Background: an optimization exercise with open tools, aiming at small area, a short achievable clock period and few clock cycles. Do not read the settings as production practice.
At most, simulation tests tie the RTL to the original design; equivalence was not proved.
Power and IR drop assume default switching activity.

## run a
==> flow/design.v <==
module L1_cache
(
	input clk,
	input rst,
	input [31:0] mem_address, mem_wdata,
	input logic mem_read, mem_write,
	input [3:0] mem_byte_enable,
	output [31:0] mem_rdata,
	output logic mem_resp,
	input logic pmem_resp,
	input [255:0] pmem_rdata,
	output pmem_read, pmem_write,
	output logic [31:0] pmem_address,
	output [255:0] pmem_wdata
);
logic [255:0] line;
logic [26:0] tag;
logic valid, dirty;
logic [7:0] wsel;      
logic [3:0] wbe;       
logic [31:0] rdata_q;  
logic [3:0] s, o;
wire req     = mem_read | mem_write;
wire cidle   = ~(s[3] | s[1] | s[0]);
wire hit     = valid & (tag == mem_address[31:5]);
wire st_done = s[1] & (|wbe);       
function automatic logic [3:0] next(input logic [3:0] q, input logic rq,
	input logic ht, input logic dn, input logic pr);
	logic rd, wr, rs, pd, cidle, miss, rd_start;
	{rd, wr, rs, pd} = q;
	cidle = ~(rd | rs | pd);
	miss = cidle & rq & ~ht;
	rd_start = (miss & ~dn) | (pd & wr & pr);
	next[3] = rd ? ~pr : rd_start;
	next[2] = wr ? ~pr : ((~rd | pr) & dn);
	next[1] = (cidle & rq & ht) | (rd & pr);
	next[0] = pd ? ~(wr & pr) : (miss & dn);
endfunction
wire st_hit  = cidle & mem_write & (|mem_byte_enable) & hit;
wire st_fill = s[3] & pmem_resp & (|wbe);
wire dirty_n = st_done | st_hit | st_fill | (dirty & ~(s[2] & pmem_resp));
always_ff @(posedge clk) begin
	if (rst) begin
		s <= 4'b0;
		o <= 4'b0;
		valid <= 1'b0;
		dirty <= 1'b0;
	end else begin
		s <= next(s, req, hit, dirty_n, pmem_resp);
		o <= next(o, req, hit, dirty_n, pmem_resp);
		dirty <= dirty_n;
		if (s[3] & pmem_resp) valid <= 1'b1;
		else if (cidle & ~req & ~dirty_n) valid <= 1'b0;
	end
end
assign pmem_read    = o[3];
assign pmem_write   = o[2];
assign mem_resp     = o[1];
assign pmem_address = {tag, 5'b0};
assign pmem_wdata   = line;
assign mem_rdata    = rdata_q;
always_ff @(posedge clk) begin
	if (cidle) begin
		for (int w = 0; w < 8; w++)
			wsel[w] <= (mem_address[4:2] == 3'(w));
		wbe <= mem_write ? mem_byte_enable : 4'b0;
	end
	if ((cidle & ~dirty_n) | (s[0] & s[2] & pmem_resp))
		tag <= mem_address[31:5];
end
logic [255:0] line_d;
always_comb begin
	for (int k = 0; k < 32; k++) begin
		logic m, f, h;
		m = wsel[k / 4] & wbe[k % 4] & (s[3] | s[1]);
		f = s[3] & ~m;
		h = ~s[3] & ~m;
		line_d[8*k +: 8] = ({8{m}} & mem_wdata[8*(k%4) +: 8])
		                 | ({8{f}} & pmem_rdata[8*k +: 8])
		                 | ({8{h}} & line[8*k +: 8]);
	end
end
always_ff @(posedge clk)
	line <= line_d;
logic [7:0] rsel;
logic [31:0] rdata_d;
always_comb begin
	for (int w = 0; w < 8; w++)
		rsel[w] = cidle ? (mem_address[4:2] == 3'(w)) : wsel[w];
	rdata_d = '0;
	for (int w = 0; w < 8; w++)
		rdata_d = rdata_d | ({32{rsel[w]}} & line_d[32*w +: 32]);
end
always_ff @(posedge clk)
	rdata_q <= rdata_d;
endmodule
export LEC_CHECK = 0
export ABC_AREA = 1
export CAP_MARGIN = 20
export CORE_AREA = 4 4 226 226
export DIE_AREA = 0 0 230 230
export PLACE_DENSITY = 0.6
export SLEW_MARGIN = 20
create_clock -name core_clock -period 10.0 [get_ports {clk}]
standard.sh (not shown) runs the stock make flow with config.mk's settings and CLKGATE_MAP_FILE= SYNTH_SCRIPT=/design/flow/synth_recipe.tcl, a recipe that flattens the netlist after the stock synthesis.
==> flow/flow/run.sh <==
#!/bin/bash
# Standard layout, with plain buffers on the ports, a clock tree without
# dummy loads and timing repair aimed at a larger setup margin. The whole
# ORFS output goes to standard_flow.log.
set -euo pipefail
bash standard.sh "BUFFER_PORTS_ARGS=-buffer_cell sky130_fd_sc_hd__buf_1" \
  "CTS_ARGS=-sink_clustering_enable -repair_clock_nets -dont_use_dummy_load -buf_list sky130_fd_sc_hd__clkbuf_8 -root_buf sky130_fd_sc_hd__clkbuf_16 -sink_clustering_size 16 -sink_clustering_max_diameter 60" \
  SETUP_SLACK_MARGIN=6.9 finish > standard_flow.log 2>&1
Both conditions hold for run a: the flow ran to the end and the final layout passed the timing, design-rule and antenna checks.
Testbench counts of run a, summed over its fixed seeds: cycles 134,489.
Inputs modified between run a and run b:
-- flow/design.v --
<<< run a, line 37
	next[0] = pd ? ~(wr & pr) : (miss & dn);
endfunction
wire st_hit  = cidle & mem_write & (|mem_byte_enable) & hit;
wire st_fill = s[3] & pmem_resp & (|wbe);
wire dirty_n = st_done | st_hit | st_fill | (dirty & ~(s[2] & pmem_resp));
>>> run b, line 37
	next[0] = pd ? ~(wr & pr) : (miss & dn);
endfunction
wire st_hit  = cidle & (|wbe) & hit;
wire st_fill = s[3] & pmem_resp & (|wbe);
wire dirty_n = st_done | st_hit | st_fill | (dirty & ~(s[2] & pmem_resp));
<<< run a, line 60
assign pmem_wdata   = line;
assign mem_rdata    = rdata_q;
always_ff @(posedge clk) begin
	if (cidle) begin
		for (int w = 0; w < 8; w++)
			wsel[w] <= (mem_address[4:2] == 3'(w));
		wbe <= mem_write ? mem_byte_enable : 4'b0;
	end
	if ((cidle & ~dirty_n) | (s[0] & s[2] & pmem_resp))
		tag <= mem_address[31:5];
end
logic [255:0] line_d;
always_comb begin
>>> run b, line 60
assign pmem_wdata   = line;
assign mem_rdata    = rdata_q;
always_comb begin
	for (int w = 0; w < 8; w++)
		wsel[w] = (mem_address[4:2] == 3'(w));
	wbe = mem_write ? mem_byte_enable : 4'b0;
end
always_ff @(posedge clk)
	if ((cidle & ~dirty_n) | (s[0] & s[2] & pmem_resp))
		tag <= mem_address[31:5];
logic [255:0] line_d;
always_comb begin
<<< run a, line 83
always_ff @(posedge clk)
	line <= line_d;
logic [7:0] rsel;
logic [31:0] rdata_d;
always_comb begin
	for (int w = 0; w < 8; w++)
		rsel[w] = cidle ? (mem_address[4:2] == 3'(w)) : wsel[w];
	rdata_d = '0;
	for (int w = 0; w < 8; w++)
		rdata_d = rdata_d | ({32{rsel[w]}} & line_d[32*w +: 32]);
end
always_ff @(posedge clk)
>>> run b, line 82
always_ff @(posedge clk)
	line <= line_d;
logic [31:0] rdata_d;
always_comb begin
	rdata_d = '0;
	for (int w = 0; w < 8; w++)
		rdata_d = rdata_d | ({32{wsel[w]}} & line_d[32*w +: 32]);
end
always_ff @(posedge clk)
Results
Final period utilization in run b vs run a: up 0.64 points. Run a and run b all finish clean. Cell depth of the worst hold path: run a vs run b identical. Of the two candidates, run a has the better clock period minus worst slack and run b the worse one. Of run a and run b, the run reporting the higher area used by multi-input combinational logic was run b. Between run b and run a, it is run b whose cell area after layout is higher, by about 5.5%. Changes observed in run b relative to run a: routed length on met2 has remained practically unchanged; sequential cell count has decreased; final-layout fill cell count has decreased.
Function not checked in run b: the RTL went through the layout flow alone.


RTL: the design.v shown in full above, as it stands there.
==> flow/config.mk <==
export PLATFORM = sky130hd
export DESIGN_NAME = L1_cache
export DESIGN_NICKNAME = L1_cache
export VERILOG_FILES = /design/flow/design.v
export SDC_FILE = /design/flow/constraint.sdc
export NUM_CORES = 4
export LEC_CHECK = 0
export ABC_AREA = 1
export CAP_MARGIN = 5
export CORE_AREA = 4 4 181 181
export DIE_AREA = 0 0 185 185
export PLACE_DENSITY = 0.75
export SLEW_MARGIN = 5
==> flow/constraint.sdc <==
create_clock -name core_clock -period 10.0 [get_ports {clk}]
set_input_delay 2.0000 -clock core_clock [delete_from_list [all_inputs] [get_ports {clk}]]
set_output_delay 2.0000 -clock core_clock [all_outputs]
set_load 0.01 [all_outputs]
==> flow/flow/run.sh <==
#!/bin/bash
# Standard layout, with plain buffers on the ports, closer port pins, a
# clock tree without dummy loads and timing repair aimed at a larger setup
# margin. The whole ORFS output goes to standard_flow.log.
set -euo pipefail
bash standard.sh "BUFFER_PORTS_ARGS=-buffer_cell sky130_fd_sc_hd__buf_1" \
  "CTS_ARGS=-sink_clustering_enable -repair_clock_nets -dont_use_dummy_load -buf_list sky130_fd_sc_hd__clkbuf_8 -root_buf sky130_fd_sc_hd__clkbuf_16 -sink_clustering_size 16 -sink_clustering_max_diameter 60" \
  "PLACE_PINS_ARGS=-min_distance 1 -min_distance_in_tracks" \
  SETUP_SLACK_MARGIN=6.9 finish > standard_flow.log 2>&1
Testbench counts at the start, summed over its fixed seeds: cycles 134,489.
==> next run, changes <==
--- a/flow/design.v
+++ b/flow/design.v
@@ -37,9 +37,10 @@
 	next[0] = pd ? ~(wr & pr) : (miss & dn);
 endfunction
 wire st_hit  = cidle & mem_write & (|mem_byte_enable) & hit;
 wire st_fill = s[3] & pmem_resp & (|wbe);
-wire dirty_n = st_done | st_hit | st_fill | (dirty & ~(s[2] & pmem_resp));
+wire dirty_w = dirty & ~(s[2] & pmem_resp);    
+wire dirty_n = st_done | st_hit | st_fill | dirty_w;
 always_ff @(posedge clk) begin
 	if (rst) begin
 		s <= 4'b0;
 		o <= 4'b0;
@@ -49,9 +50,9 @@
 		s <= next(s, req, hit, dirty_n, pmem_resp);
 		o <= next(o, req, hit, dirty_n, pmem_resp);
 		dirty <= dirty_n;
 		if (s[3] & pmem_resp) valid <= 1'b1;
-		else if (cidle & ~req & ~dirty_n) valid <= 1'b0;
+		else if (cidle & ~req & ~dirty_w) valid <= 1'b0;
 	end
 end
 assign pmem_read    = o[3];
 assign pmem_write   = o[2];
@@ -64,9 +65,9 @@
 		for (int w = 0; w < 8; w++)
 			wsel[w] <= (mem_address[4:2] == 3'(w));
 		wbe <= mem_write ? mem_byte_enable : 4'b0;
 	end
-	if ((cidle & ~dirty_n) | (s[0] & s[2] & pmem_resp))
+	if ((cidle & ~dirty_w) | (s[0] & s[2] & pmem_resp))
 		tag <= mem_address[31:5];
 end
 logic [255:0] line_d;
 always_comb begin
@@ -85,9 +86,9 @@
 logic [7:0] rsel;
 logic [31:0] rdata_d;
 always_comb begin
 	for (int w = 0; w < 8; w++)
-		rsel[w] = cidle ? (mem_address[4:2] == 3'(w)) : wsel[w];
+		rsel[w] = (mem_address[4:2] == 3'(w));
 	rdata_d = '0;
 	for (int w = 0; w < 8; w++)
 		rdata_d = rdata_d | ({32{rsel[w]}} & line_d[32*w +: 32]);
 end
Result: Area after synthesis goes up by 0.85%. Via count goes up by 0.95%. Routed wire length goes up by 0.54%. Total power goes down by 3.4%. Cell area goes up by 0.80%. Register-to-register slack gets worse by 0.13 ns. Global-route usage goes up by 0.16 points. First-iteration DRC count goes down by 9.2%. Sequential power goes up by about 2%.
Only the layout flow was run in the second run of this note; the RTL was not checked for function there.

-- what the ideal ports hide --
Ports are ideal in the flow. The routed layouts listed here were re-timed in OpenROAD. Step 1 (the two cells are an assumption about what drives the block):
set clk [get_ports {clk}]
set_driving_cell -lib_cell sky130_fd_sc_hd__clkbuf_16 $clk
set_driving_cell -lib_cell sky130_fd_sc_hd__buf_2 [delete_from_list [all_inputs] $clk]
Step 2 moves the port delays by t, midway between the first and last clock arrival at a register: inputs arrive t later, outputs are due t later. That takes back most of the time a late clock gives input paths. Three values: ideal ports, drivers, drivers and shift; two values: the first two.
run	t, ns	setup slack, ns	worst setup path at the end
run a	0.564	6.888 / 6.834 / 6.336	input to register
run b	0.584	6.824 / 6.782 / 6.198	input to register
the first run of note 2	0.573	6.863 / 6.812 / 6.335	input to register
the second run of note 2	0.552	6.846 / 6.800 / 6.422	input to register
After both steps every run listed still meets setup and hold. The setup slack of run b, which loses most, moves by -0.042 ns with the drivers and by -0.626 ns with both steps.
